This design comes from an exercise in tuning for small area on the open sky130 flow, not from production work.
Only simulation tests tie the RTL to the original design; equivalence was not proved.
Power and IR drop assume default switching activity.

$ cat flow/run.sh
#!/bin/bash
# synth_recipe.tcl (not shown) runs the flow's synth.tcl, then flattens the netlist and writes it again
# the make line also repeats each setting of config.mk as NAME=value (left out here)
make -C /OpenROAD-flow-scripts/flow DESIGN_CONFIG=/design/flow/config.mk WORK_HOME=/design/flow/orfs CLKGATE_MAP_FILE= SYNTH_SCRIPT=/design/flow/synth_recipe.tcl finish
$ cat flow/constraint.sdc
create_clock -name core_clock -period 10.0 [get_ports {clk}]
set_input_delay 2.0000 -clock core_clock [delete_from_list [all_inputs] [get_ports {clk}]]
set_output_delay 2.0000 -clock core_clock [all_outputs]
set_load 0.01 [all_outputs]
$ cat flow/config.mk
export PLATFORM = sky130hd
export DESIGN_NAME = uart_core
export DESIGN_NICKNAME = uart_core
export VERILOG_FILES = /design/flow/design.v
export SDC_FILE = /design/flow/constraint.sdc
export NUM_CORES = 4
export LEC_CHECK = 0
export CAP_MARGIN = 20
export CORE_MARGIN = 2
export CORE_UTILIZATION = 40
export SLEW_MARGIN = 20
$ cat flow/design.v
`timescale 1ns / 1ps
module fifo #(
    parameter DATA_WIDTH = 8,
    parameter ADDR_WIDTH = 4   
)(
    input  logic                  clk,
    input  logic                  reset_n,
    input  logic                  wr_en,
    input  logic [DATA_WIDTH-1:0] wr_data,
    output logic                  full,
    input  logic                  rd_en,
    output logic [DATA_WIDTH-1:0] rd_data,
    output logic                  empty
);
    logic [DATA_WIDTH-1:0] mem [0:(2**ADDR_WIDTH)-1];
    logic [ADDR_WIDTH:0] wr_ptr, wr_ptr_next;
    logic [ADDR_WIDTH:0] rd_ptr, rd_ptr_next;
    always_ff @(posedge clk or negedge reset_n) begin
        if (!reset_n) begin
            wr_ptr <= 0;
            rd_ptr <= 0;
        end else begin
            wr_ptr <= wr_ptr_next;
            rd_ptr <= rd_ptr_next;
        end
    end
    always_ff @(posedge clk) begin
        if (wr_en && !full) begin
            mem[wr_ptr[ADDR_WIDTH-1:0]] <= wr_data;
        end
    end
    always_comb begin
        wr_ptr_next = wr_ptr;
        rd_ptr_next = rd_ptr;
        if (wr_en && !full) begin
            wr_ptr_next = wr_ptr + 1;
        end
        if (rd_en && !empty) begin
            rd_ptr_next = rd_ptr + 1;
        end
    end
    assign rd_data = mem[rd_ptr[ADDR_WIDTH-1:0]];
    assign empty = (wr_ptr == rd_ptr);
    assign full = (wr_ptr[ADDR_WIDTH-1:0] == rd_ptr[ADDR_WIDTH-1:0]) &&
                  (wr_ptr[ADDR_WIDTH] != rd_ptr[ADDR_WIDTH]);
endmodule
`timescale 1ns / 1ps
module baud_gen (
    input  logic        clk,         
    input  logic        reset_n,     
    input  logic [15:0] divisor,
    output logic        tick         
);
    logic [15:0] counter;
    always_ff @(posedge clk or negedge reset_n) begin
        if (!reset_n) begin
            counter <= '0;
            tick    <= 1'b0;
        end else begin
            if (counter >= divisor) begin
                counter <= '0;
                tick    <= 1'b1;
            end else begin
                counter <= counter + 1;
                tick    <= 1'b0;
            end
        end
    end
endmodule
`timescale 1ns / 1ps
module uart_tx (
    input  logic       clk,
    input  logic       reset_n,
    input  logic       tick,
    input  logic       tx_start,
    input  logic [7:0] tx_data,
    output logic       tx_pin,
    output logic       tx_done,
    output logic       tx_busy
);
    typedef enum logic [1:0] {
        IDLE,
        START,
        DATA,
        STOP
    } state_t;
    state_t state, state_next;
    logic [3:0] tick_cnt, tick_cnt_next;
    logic [2:0] bit_cnt, bit_cnt_next;
    logic [7:0] shift_reg, shift_reg_next;
    logic       tx_reg, tx_reg_next;
    always_ff @(posedge clk or negedge reset_n) begin
        if (!reset_n) begin
            state     <= IDLE;
            tick_cnt  <= 0;
            bit_cnt   <= 0;
            shift_reg <= 0;
            tx_reg    <= 1'b1;
        end else begin
            state     <= state_next;
            tick_cnt  <= tick_cnt_next;
            bit_cnt   <= bit_cnt_next;
            shift_reg <= shift_reg_next;
            tx_reg    <= tx_reg_next;
        end
    end
    always_comb begin
        state_next     = state;
        tick_cnt_next  = tick_cnt;
        bit_cnt_next   = bit_cnt;
        shift_reg_next = shift_reg;
        tx_reg_next    = tx_reg;
        tx_done = 1'b0;
        tx_busy = 1'b1;
        case (state)
            IDLE: begin
                tx_busy = 1'b0;
                tx_reg_next = 1'b1;  
                if (tx_start) begin
                    state_next = START;
                    tick_cnt_next = 0;
                    shift_reg_next = tx_data;
                end
            end
            START: begin
                tx_reg_next = 1'b0;  
                if (tick) begin
                    if (tick_cnt == 15) begin
                        state_next = DATA;
                        tick_cnt_next = 0;
                        bit_cnt_next = 0;
                    end else begin
                        tick_cnt_next = tick_cnt + 1;
                    end
                end
            end
            DATA: begin
                tx_reg_next = shift_reg[0];
                if (tick) begin
                    if (tick_cnt == 15) begin
                        tick_cnt_next = 0;
                        shift_reg_next = shift_reg >> 1;
                        if (bit_cnt == 7) begin
                            state_next = STOP;
                        end else begin
                            bit_cnt_next = bit_cnt + 1;
                        end
                    end else begin
                        tick_cnt_next = tick_cnt + 1;
                    end
                end
            end
            STOP: begin
                tx_reg_next = 1'b1;  
                if (tick) begin
                    if (tick_cnt == 15) begin
                        state_next = IDLE;
                        tx_done = 1'b1;
                    end else begin
                        tick_cnt_next = tick_cnt + 1;
                    end
                end
            end
        endcase
    end
    assign tx_pin = tx_reg;
endmodule
`timescale 1ns / 1ps
module uart_rx (
    input  logic       clk,
    input  logic       reset_n,
    input  logic       tick,
    input  logic       rx_pin,
    output logic       rx_done,
    output logic [7:0] rx_data,
    output logic       rx_err
);
    typedef enum logic [1:0] {IDLE, START, DATA, STOP} state_t;
    state_t state, state_next;
    logic [3:0] tick_cnt, tick_cnt_next;
    logic [2:0] bit_cnt, bit_cnt_next;
    logic [7:0] shift_reg, shift_reg_next;
    logic rx_sync_0, rx_sync_1;
    always_ff @(posedge clk or negedge reset_n) begin
        if (!reset_n) begin
            rx_sync_0 <= 1'b1;
            rx_sync_1 <= 1'b1;
        end else begin
            rx_sync_0 <= rx_pin;
            rx_sync_1 <= rx_sync_0;
        end
    end
    always_ff @(posedge clk or negedge reset_n) begin
        if (!reset_n) begin
            state     <= IDLE;
            tick_cnt  <= 0;
            bit_cnt   <= 0;
            shift_reg <= 0;
            rx_data   <= 0;
            rx_done   <= 0;     
            rx_err    <= 0;
        end else begin
            rx_done <= 0;
            case (state)
                IDLE: begin
                    if (rx_sync_1 == 1'b0) begin
                        state <= START;
                        tick_cnt <= 0;
                    end
                end
                START: begin
                    if (tick) begin
                        if (tick_cnt == 7) begin
                            if (rx_sync_1 == 1'b0) begin
                                tick_cnt <= 0;
                                bit_cnt  <= 0;
                                state    <= DATA;
                            end else begin
                                state <= IDLE;
                            end
                        end else begin
                            tick_cnt <= tick_cnt + 1;
                        end
                    end
                end
                DATA: begin
                    if (tick) begin
                        if (tick_cnt == 15) begin
                            tick_cnt <= 0;
                            shift_reg <= {rx_sync_1, shift_reg[7:1]};
                            if (bit_cnt == 7) begin
                                state <= STOP;
                            end else begin
                                bit_cnt <= bit_cnt + 1;
                            end
                        end else begin
                            tick_cnt <= tick_cnt + 1;
                        end
                    end
                end
                STOP: begin
                    if (tick) begin
                        if (tick_cnt == 15) begin
                            state <= IDLE;
                            rx_done <= 1'b1;
                            rx_data <= shift_reg;
                            if (rx_sync_1 == 1'b0) rx_err <= 1'b1;
                            else                   rx_err <= 1'b0;
                        end else begin
                            tick_cnt <= tick_cnt + 1;
                        end
                    end
                end
            endcase
        end
    end
endmodule
`timescale 1ns / 1ps
module uart_core (
    input  logic        clk,
    input  logic        reset_n,
    input  logic [15:0] divisor,
    input  logic        rx_pin,
    output logic        tx_pin,
    input  logic        tx_wr_en,
    input  logic [7:0]  tx_wr_data,
    output logic        tx_full,
    input  logic        rx_rd_en,
    output logic [7:0]  rx_rd_data,
    output logic        rx_empty,
    output logic        rx_err
);
    logic       tick;
    logic       tx_fifo_empty;
    logic [7:0] tx_fifo_out;
    logic       tx_core_start;
    logic       tx_core_done;
    logic       tx_core_busy;
    logic       rx_core_done;
    logic [7:0] rx_core_data;
    logic       rx_core_err;
    baud_gen u_baud_gen (
        .clk(clk), .reset_n(reset_n), .divisor(divisor), .tick(tick)
    );
    fifo #(.DATA_WIDTH(8), .ADDR_WIDTH(4)) u_tx_fifo (
        .clk(clk), .reset_n(reset_n),
        .wr_en(tx_wr_en), .wr_data(tx_wr_data), .full(tx_full),  
        .rd_en(tx_core_done), .rd_data(tx_fifo_out), .empty(tx_fifo_empty)  
    );
    assign tx_core_start = (!tx_fifo_empty) && (!tx_core_busy) && (!tx_core_done);
    uart_tx u_uart_tx (
        .clk(clk), .reset_n(reset_n), .tick(tick),
        .tx_start(tx_core_start), .tx_data(tx_fifo_out),
        .tx_pin(tx_pin), .tx_done(tx_core_done), .tx_busy(tx_core_busy)
    );
    uart_rx u_uart_rx (
        .clk(clk), .reset_n(reset_n), .tick(tick), .rx_pin(rx_pin),
        .rx_done(rx_core_done), .rx_data(rx_core_data), .rx_err(rx_core_err)
    );
    fifo #(.DATA_WIDTH(8), .ADDR_WIDTH(4)) u_rx_fifo (
        .clk(clk), .reset_n(reset_n),
        .wr_en(rx_core_done), .wr_data(rx_core_data), .full(),
        .rd_en(rx_rd_en), .rd_data(rx_rd_data), .empty(rx_empty)  
    );
    assign rx_err = rx_core_err;
endmodule
==> run notes, run 1 <==
Worst Tran Pin Value ~1.1 ns; clock sink total 340; setup violators final 0; GRT Util Overall approximately 15%; # DRC 0; worst clock skew roughly 0.024 ns; vias in the first global route around 7.6k; unrepaired setup endpoints after global routing no; number of H-tree levels 2; Die Ht just under 200 um; Setup Fix Bufs, Post-CTS 0; status finished clean; placed cell count between 1k and 1.5k; #FFs+latches synth between 300 and 400; worst hold path type reg -> reg; post-synthesis sequential area ratio 68.02%; dpl cell area approximately 15000 um^2; Longest Clk Path Bufs 3; initial antenna violation count 0; Gate Count Post-Synth roughly 890; Layout Cells excl Fill 1439; post-route cell area roughly 17000 um^2; TritonCTS clock tree done; Util after Layout 46.81%; I/O Pins ~40; P per Cell Area 210.7 nW/um^2; layout cells sized above 1 between 10% and 20%; cts repair resizes 0; cts-stage hold buffer count 0; largest net degree at the start of global routing 63; Total Wirelength roughly 27 mm; Vias approximately 7.5k; Die W 193.7 um; synthesized area per cell 16.20 um^2; GR Overflow Total 0; ys async rst share 24.71%; Final TNS setup 0 ns; Post-synth EDFFs approximately 260; Final min period just over 5 ns; Initial Utilization between 40 and 50%; relative max-transition margin between 20% and 30%; cts bufs inserted 38; Primary FF master, synth edfxtp_1; clock latency (worst-skew pair) ~0.54 ns; final hold violations 0; DP Wirelength 17.03 mm; global-route wire length before repair around 44 mm; final period utilization between 50% and 60%; Setup crit start kind flip-flop; Critical Path RT 8.00 ns; CP arrival between 3 and 4 ns; Peak Freq approximately 190 MHz; post-synth net total approximately 960; Final #Nets 1015; Antenna diodes 0; FF-to-FF setup slack about 7 ns; Via density around 5.2; crit end category primary output; post-synthesis cell area around 14000 um^2; root buf cell clkbuf_16; initial drt markers between 400 and 500; 1st-pass router iterations 5; leakage roughly 0.0057 uW; wire length per cell roughly 19 um; routability congestion estimate ~0.76; # port buffers 40; count of final max-slew check failures 0; setup ws final ~5 ns; area grow syn2layout 15.36%; Core Region between 30000 and 40000 um^2; maximum VDD drop between 0.00015 and 0.0002 V; kind of critical path reg -> out; row count 69; post-route ant nets 0; Yosys cell types 56; # fillers 3052; CTS clock-pin slew for the worst setup and hold paths around 0.060 ns; Syn. warnings 4; Max-cap violations 0; critical path peak fanout 29; Setup WS pre-CTS approximately 5.4 ns; die footprint 37530 um^2
==> routing by layer <==
| layer | GRT usage [%] | up-vias | wire [um] |
|---|---|---|---|
| li1 | - | 3529 | - |
| met1 | 19.86 | 3774 | 12300 |
| met2 | 25.16 | 123 | 13680 |
| met3 | 2.731 | 36 | 1025 |
| met4 | 4.100 | 0 | 483 |
| met5 | 0 | - | 0 |
==> placed cells by master, fill, tap and decap left out, drive strengths merged, types with 4 or more instances in the layout <==
cell	synthesis	layout
ha	37	37
a21o	4	4
o21ai	26	26
a31oi	4	4
and3	10	10
clkinv	0	9
nor3	15	15
nand3	16	16
o22ai	8	8
nand4	13	13
edfxtp	256	256
clkbuf	15	53
dfrtp	81	81
mux4	59	59
mux2	21	21
buf	23	19
nor2	61	61
xor2	16	16
a22o	8	8
nand2	35	35
nand2b	6	6
clkdlybuf4s50	0	39
nor4	12	12
mux2i	39	39
inv	46	48
xnor2	25	25
bufinv	0	4
a21oi	19	19
==> cell usage after synthesis (2+ instances only) <==
cell type  instances  area, um^2
edfxtp_1         256        7687
dfrtp_1           81        2027
nor2_1            60       225.2
mux4_2            55        1239
inv_1             46       172.7
mux2i_1           39       390.4
ha_1              37       462.9
nand2_1           35       131.4
xnor2_1           25       219.0
o21ai_0           23       115.1
mux2_2            21       236.5
a21oi_1           19       95.09
nand3_1           16       80.08
xor2_1            16       140.1
clkbuf_1          15       56.30
nor3_1            15       75.07
buf_2             13       65.06
nand4_1           12       75.07
nor4_1            11       68.82
and3_1            10       62.56
a22o_1             8       70.07
o22ai_1            8       50.05
nand2b_1           6       37.54
a21o_1             4       30.03
a31oi_1            4       25.02
buf_4              4       30.03
mux4_1             4       105.1
a211oi_1           3       22.52
and4_1             3       26.28
buf_1              3       11.26
buf_6              3       33.78
dfstp_2            3       78.83
o21a_1             3       22.52
nand3b_1           2       15.01
nor2b_1            2       12.51
o21ai_2            2       17.52
o2bb2ai_1          2       17.52
o31ai_1            2       15.01
==> cell families after synthesis <==
family	Yosys count	synth area share (%)
AO/OA/AOI/OAI	88	3.937
adder cells (fa/ha/maj)	37	3.215
multiplexers	119	13.69
buffers and inverters	84	2.564
XOR/XNOR	41	2.494
flip-flops	340	68.02
AND/OR/NAND/NOR	180	6.083
==> cell type report <==
type	instances	area, um^2	share of cell area (%)
flip-flops and latches	340	9796	58.98
multi-input cells	465	4275	25.74
clock buffers	53	1059	6.373
well taps	461	576.8	3.473
repair buffers	58	533.0	3.209
clock inverters	16	196.4	1.183
inverters	46	172.7	1.040
==> report_power, final <==
part | internal (uW) | total (uW) | leakage, uW | switching, uW
Sequential | 1600 | 1690 | 0.00316 | 90.3
Combinational | 203 | 416 | 0.00189 | 212
Clock | 847 | 1390 | 0.000612 | 548
Total | 2650 | 3500 | 0.00567 | 851
==> metrics by stage <==
step	total power, uW	hold slack [ns]
4_1_cts	3549	0.3581
2_1_floorplan	2006	0.3452
5_1_grt	3645	0.3588
3_5_place_dp	2146	0.3493
3_3_place_gp	2137	0.3480
6_report	3500	0.3568
==> path summary, 6_finish.rpt <==
kind                                      from  cells past startpoint              endpoint
min reg2reg                u_uart_rx.rx_sync_0                      0   u_uart_rx.rx_sync_1
max reg2reg                u_rx_fifo.rd_ptr[2]                      5  u_rx_fifo.mem[14][3]
min                        u_uart_rx.rx_sync_0                      0   u_uart_rx.rx_sync_1
max in group asynchronous              reset_n                      2   u_tx_fifo.rd_ptr[1]
max                        u_rx_fifo.rd_ptr[0]                      4         rx_rd_data[2]
min in group asynchronous              reset_n                      1   u_tx_fifo.wr_ptr[2]
==> critical path, stage by stage, from the launching register on <==
cell             delay [ns]
dfrtp_2                0.49
buf_4                  0.50
mux4_2                 0.56
mux4_2                 0.52
clkdlybuf4s50_1        0.50
==> run 2: changes to the inputs <==
--- a/flow/config.mk
+++ b/flow/config.mk
@@ -8,4 +8,5 @@
 export CAP_MARGIN = 20
 export CORE_MARGIN = 2
 export CORE_UTILIZATION = 40
+export CTS_BUF_LIST = sky130_fd_sc_hd__clkbuf_8
 export SLEW_MARGIN = 20
==> run 2 against run 1 <==
  * Largest cell class unchanged
  * Wire length rose by 0.28%
  * Via count rose by 1.0%
  * Maximum frequency fell by 1.1%
  * First-iteration DRC count rose by 2.4%
  * Critical path depth did not move
  * Synthesized area did not move
  * Clock skew rose by 0.0062 ns
  * Cell area fell by 1.1%
  * Power fell by 6.3%
  * Critical path type unchanged
==> run notes, run 2 <==
Setup WS pre-CTS 5.371 ns (unchanged); initial drt markers 460 (+2.4%); initial antenna violation count 0 (unchanged); Worst Tran Pin Value 1.118 ns (+0.03694 ns); root buf cell clkbuf_8; top cells by area, synth edfxtp_1 53%, dfrtp_1 14%, mux4_2 8.6%; count of final max-slew check failures 0 (unchanged); clock sink total 340 (unchanged); list of most frequent post-synthesis cells 256 x edfxtp_1, 81 x dfrtp_1, 60 x nor2_1; cell with the most instances after synthesis edfxtp_1; wire length per cell 18.74 um (-1.9%); worst clock skew 0.03046 ns (+0.006195 ns); Longest Clk Path Bufs 3 (unchanged); Total Wirelength 27.57 mm (+0.28%); setup violators final 0 (unchanged); cts bufs inserted 55 (+45%); top cell type's share of synthesized area 53.39% (unchanged); DR WL met3 1.207 mm (+18%); maximum VDD drop 0.0001225 V (-25%); Setup crit start kind flip-flop; Die W 193.7 um (unchanged); most common cell after layout, fill and taps aside edfxtp_1; leakage 0.005678 uW (+0.21%); Primary FF master, synth edfxtp_1; area grow syn2layout 14.11%; Max-cap violations 0 (unchanged); Die Ht 193.7 um (unchanged); critical path peak fanout 29 (unchanged); most frequent cells in the layout 256 x edfxtp_1, 79 x dfrtp_1, 64 x inv_1; post-route ant nets 0 (unchanged); CTS clock-pin slew for the worst setup and hold paths 0.07 ns (about the same); clock latency (worst-skew pair) 0.60 ns (+0.06 ns); vias in the first global route 7667 (+0.54%); GRT Util Overall 14.93% (+0.031 points); layout cells sized above 1 18.71% (+1.2 points); synthesized area per cell 16.20 um^2 (unchanged); final period utilization 52.01% (+0.58 points); Final min period 5.201 ns (+0.05824 ns); WL met1 12.37 mm (+0.52%); cts repair resizes 0 (unchanged); Critical Path RT 8.00 ns (about the same); post-synth net total 955 (unchanged); cell taking the most area after synthesis edfxtp_1; Post-synth EDFFs 256 (unchanged); Setup Fix Bufs, Post-CTS 0 (unchanged); Peak Freq 192.3 MHz (-1.1%); post-synthesis cell area 14400 um^2 (unchanged); die footprint 37530 um^2 (unchanged); CP arrival 3.20 ns (+0.06 ns); final hold violations 0 (unchanged); crit end category primary output; # port buffers 40 (unchanged); Antenna diodes 0 (unchanged); # DRC 0 (unchanged); #FFs+latches synth 340 (unchanged); GR Overflow Total 0 (unchanged); Initial Utilization 40.58% (unchanged); row count 69 (unchanged); kind of critical path reg -> out; Gate Count Post-Synth 889 (unchanged); post-synthesis sequential area ratio 68.02% (unchanged); Final #Nets 1032 (+1.7%); Core Region 35480 um^2 (unchanged); Syn. warnings 4 (unchanged); largest net degree at the start of global routing 63 (unchanged); setup ws final 4.799 ns (-0.05824 ns); P per Cell Area 199.6 nW/um^2 (-5.3%); global-route wire length before repair 43.67 mm (+0.29%); number of H-tree levels 2 (unchanged); worst hold path type reg -> reg; 1st-pass router iterations 5 (unchanged); relative max-transition margin 25.17% (-2.5 points); TritonCTS clock tree done; routability congestion estimate 0.7558 (unchanged); Final TNS setup 0 ns (unchanged); I/O Pins 41 (unchanged); status finished clean; Via density 5.126 (-1.2%); unrepaired setup endpoints after global routing no; top routing layer in use met4; cts-stage hold buffer count 0 (unchanged); WL met2 13.59 mm (-0.70%); DP Wirelength 17.03 mm (unchanged); Yosys cell types 56 (unchanged); ys async rst share 24.71% (unchanged); Vias 7540 (+1.0%)
## run 2: cell counts after synthesis
No cell type changed its count.
## run 2: layer usage
layer / track usage, % / vias up
met5: 0 / -
met4: 3.930 / 0
met3: 3.027 / 42
met2: 24.87 / 159
met1: 20.08 / 3772
li1: - / 3567
## run 2: cell families after synthesis
logic type,after synthesis,share of synthesized area [%]
xor gates and xnor gates,41,2.494
muxes,119,13.69
adders and majority gates,37,3.215
AOI/OAI and AO/OA,88,3.937
buffers and inverters,84,2.564
DFF,340,68.02
and+or+nand+nor,180,6.083
## run 2: path summary, 6_finish.rpt
check / startpoint / endpoint / cells past startpoint / slack [ns]
min in group asynchronous: reset_n / u_baud_gen.counter[12] / 1 / 1.30
max in group asynchronous: reset_n / u_rx_fifo.rd_ptr[0] / 2 / 7.55
setup / recovery: u_rx_fifo.rd_ptr[0] / rx_rd_data[2] / 4 / 4.80
setup reg to reg: u_rx_fifo.rd_ptr[2] / u_rx_fifo.mem[8][4] / 5 / 6.92
hold reg to reg: u_uart_rx.rx_sync_0 / u_uart_rx.rx_sync_1 / 0 / 0.37
hold / removal: u_uart_rx.rx_sync_0 / u_uart_rx.rx_sync_1 / 0 / 0.37
## run 2: where the power goes
| group | internal, uW | leakage [uW] | switching [uW] |
|---|---|---|---|
| registers | 1600 | 0.00316 | 90.5 |
| logic | 203 | 0.00189 | 213 |
| clock network | 634 | 0.000624 | 540 |
| total | 2440 | 0.00568 | 844 |
## run 2: per-stage QoR
stage	std cells	hold WS (ns)	total power, uW	area (um^2)	util, %
6_report	1471	0.3651	3280	16430	46.30
5_1_grt	1471	0.3671	3435	16430	46.30
4_1_cts	1471	0.3760	3334	16430	46.30
3_5_place_dp	1370	0.3493	2146	15350	43.27
3_3_place_gp	1370	0.3480	2137	15350	43.26
2_1_floorplan	889	0.3452	2006	14400	-
## run 2: critical path: stages, from the launching register on
cell	delay (ns)
dfrtp_2	0.49
buf_4	0.51
mux4_2	0.58
mux4_2	0.50
clkdlybuf4s50_1	0.50
## run 2: cell type report
type                            count  area, um^2
Tap cell                          461       576.8
Clock inverter                     44       291.5
Timing Repair Buffer               58       533.0
Inverter                           46       172.7
Sequential cell                   340        9796
Multi-Input combinational cell    465        4275
Fill cell                        3072       19050
Clock buffer                       57       784.5
==> run 3: changes to the inputs <==
--- a/flow/config.mk
+++ b/flow/config.mk
@@ -8,5 +8,5 @@
 export CAP_MARGIN = 20
 export CORE_MARGIN = 2
 export CORE_UTILIZATION = 40
-export CTS_BUF_LIST = sky130_fd_sc_hd__clkbuf_8
+export CTS_BUF_LIST = sky130_fd_sc_hd__clkbuf_4
 export SLEW_MARGIN = 20
==> run 3 against run 2 <==
  * Highest routed layer unchanged
  * Sequential cell count unchanged
  * Clock power about the same
  * Sequential share of layout area decreased by 0.11 points
  * Sequential power about the same
  * Hold slack got worse by 0.0093 ns
  * Worst setup slack got worse by 0.095 ns
  * Still clean on timing, DRC and antenna
  * Core utilization increased by 0.088 points
  * Critical path type unchanged
  * Critical endpoint is now rx_rd_data[1]
  * Clock skew increased by 0.0064 ns
==> run notes, run 3 <==
Yosys cell types 56 (unchanged); synthesized area per cell 16.20 um^2 (unchanged); most frequent cells in the layout 256 x edfxtp_1, 129 x clkbuf_4, 79 x dfrtp_1; Max-cap violations 0 (unchanged); Longest Clk Path Bufs 3 (unchanged); # fillers 3145 (+2.4%); root buf cell clkbuf_4; Critical Path RT 8.00 ns (about the same); Gate Count Post-Synth 889 (unchanged); cts repair resizes 0 (unchanged); list of most frequent post-synthesis cells 256 x edfxtp_1, 81 x dfrtp_1, 60 x nor2_1; layout cells sized above 1 23.82% (+5.1 points); top cells by area, synth edfxtp_1 53%, dfrtp_1 14%, mux4_2 8.6%; DP Wirelength 17.03 mm (unchanged); crit end category primary output; worst hold path type reg -> reg; ys async rst share 24.71% (unchanged); cell with the most instances after synthesis edfxtp_1; final hold violations 0 (unchanged); Initial Utilization 40.58% (unchanged); wire length per cell 18.25 um (-2.6%); CTS clock-pin slew for the worst setup and hold paths 0.06 ns (about the same); post-synth net total 955 (unchanged); Total Wirelength 27.74 mm (+0.61%); unrepaired setup endpoints after global routing no; Fin Hold WS 0.3559 ns (-0.009279 ns); post-route ant nets 0 (unchanged); largest net degree at the start of global routing 63 (unchanged); Setup crit start kind flip-flop; TritonCTS clock tree done; leakage 0.005707 uW (+0.50%); count of final max-slew check failures 0 (unchanged); Final #Nets 1065 (+3.2%); Via density 5.116 (-0.19%); GR Overflow Total 0 (unchanged); Die Ht 193.7 um (unchanged); Syn. warnings 4 (unchanged); global-route wire length before repair 44.26 mm (+1.3%); # port buffers 40 (unchanged); CP arrival 3.30 ns (+0.10 ns); cts-stage hold buffer count 0 (unchanged); number of H-tree levels 3 (+1); FF/Latch Area 9796 um^2 (unchanged); kind of critical path reg -> out; # DRC 0 (unchanged); cell taking the most area after synthesis edfxtp_1; Core Region 35480 um^2 (unchanged); maximum VDD drop 0.00009689 V (-21%); clock sink total 340 (unchanged); top cell type's share of synthesized area 53.39% (unchanged); Worst Tran Pin Value 1.086 ns (-0.03231 ns); GRT Util Overall 15.16% (+0.23 points); initial antenna violation count 1 (+1); die footprint 37530 um^2 (unchanged); clock latency (worst-skew pair) 0.71 ns (+0.11 ns); area grow syn2layout 14.33%; cts bufs inserted 88 (+60%); final period utilization 52.96% (+0.95 points); post-synthesis cell area 14400 um^2 (unchanged); footprint of the multi-input gates 4275 um^2 (unchanged); Final TNS setup 0 ns (unchanged); #FFs+latches synth 340 (unchanged); Vias 7776 (+3.1%); critical path peak fanout 29 (unchanged); 1st-pass router iterations 4 (-1); row count 69 (unchanged); I/O Pins 41 (unchanged); vias in the first global route 8022 (+4.6%); routability congestion estimate 0.7558 (unchanged); setup violators final 0 (unchanged); Setup Fix Bufs, Post-CTS 0 (unchanged); status finished clean; Die W 193.7 um (unchanged); worst clock skew 0.03687 ns (+0.006412 ns); Post-synth EDFFs 256 (unchanged); initial drt markers 525 (+14%); P per Cell Area 198.9 nW/um^2 (-0.35%); post-synthesis sequential area ratio 68.02% (unchanged); relative max-transition margin 27.34% (+2.2 points); most common cell after layout, fill and taps aside edfxtp_1; Final min period 5.296 ns (+0.09500 ns); Primary FF master, synth edfxtp_1; Peak Freq 188.8 MHz (-1.8%)
==> run 3: kinds of logic after synthesis <==
family,share of synthesized area [%]
DFF,68.02
adders and majority gates,3.215
and+or+nand+nor,6.083
AOI/OAI and AO/OA,3.937
xor gates and xnor gates,2.494
buffers and inverters,2.564
muxes,13.69
==> run 3: stage by stage <==
| step | utilization [%] | total power, uW | worst slack, ns | area [um^2] | instances |
|---|---|---|---|---|---|
| 2_1_floorplan | - | 2006 | 6.307 | 14400 | 889 |
| 3_3_place_gp | 43.26 | 2137 | 5.384 | 15350 | 1370 |
| 3_5_place_dp | 43.27 | 2146 | 5.371 | 15350 | 1370 |
| 4_1_cts | 46.38 | 3336 | 4.585 | 16460 | 1519 |
| 5_1_grt | 46.39 | 3450 | 4.480 | 16460 | 1520 |
| 6_report | 46.39 | 3275 | 4.704 | 16460 | 1520 |
==> run 3: layer usage <==
layer | up-vias | wire (um) | global-route usage (%)
met1 | 3870 | 12300 | 19.61
li1 | 3680 | - | -
met4 | 0 | 628 | 5.711
met5 | - | 0 | 0
met2 | 171 | 13610 | 24.95
met3 | 55 | 1197 | 3.566
==> run 3: cell type report <==
class                   count  area share [%]
flip-flops and latches    340           59.51
multi-input cells         465           25.97
clock buffers             129           5.883
well taps                 461           3.504
repair buffers             58           3.238
inverters                  46           1.049
clock inverters            20          0.8285
diodes                      1         0.01520
==> run 3: path summary, 6_finish.rpt <==
check / startpoint / end / slack, ns / depth (start not counted)
max: u_rx_fifo.rd_ptr[0] / rx_rd_data[1] / 4.70 / 4
min: u_uart_rx.rx_sync_0 / u_uart_rx.rx_sync_1 / 0.36 / 0
max reg2reg: u_rx_fifo.rd_ptr[2] / u_rx_fifo.mem[10][4] / 6.96 / 5
min reg2reg: u_uart_rx.rx_sync_0 / u_uart_rx.rx_sync_1 / 0.36 / 0
max in group asynchronous: reset_n / u_rx_fifo.rd_ptr[0] / 7.64 / 2
min in group asynchronous: reset_n / u_tx_fifo.wr_ptr[3] / 1.18 / 1
==> run 3: worst max-delay path: stages (launching register included) <==
cell and delay, ns:
dfrtp_2 0.49, buf_4 0.50, mux4_2 0.56, mux4_2 0.51
clkdlybuf4s50_1 0.51
==> run 3: report_power, final <==
group / total, uW / switching, uW / internal, uW
Combinational: 416 / 212 / 203
Sequential: 1690 / 89.9 / 1600
Clock: 1170 / 533 / 637
Total: 3270 / 835 / 2440

==> separate check: timing with driven ports <==
Ports are ideal in the flow. The routed layouts listed here were re-timed in OpenROAD.
Step 1 assumes that a clkbuf_16 drives the clock port and a buf_2 every other input.
Step 2 also shifts input and output timing later by t, the mid clock arrival at the registers, as if the neighbouring blocks saw the same clock.
a / b / c = ideal ports / drivers / drivers and shift; a / b = the first two.
| run | t (ns) | setup slack, ns | worst setup path at the end | clock arrival spread, ns | worst slew at a driven data input, ns |
|---|---|---|---|---|---|
| run 1 | 0.581 | 4.857 / 4.806 / 5.387 | register to output | 0.027 / 0.028 | 0.04 |
| run 2 | 0.632 | 4.799 / 4.753 / 5.385 | register to output | 0.034 / 0.034 | 0.04 |
| run 3 | 0.738 | 4.704 / 4.658 / 5.395 | register to output | 0.047 / 0.047 | 0.04 |
After both steps setup and hold are still met in every run listed.
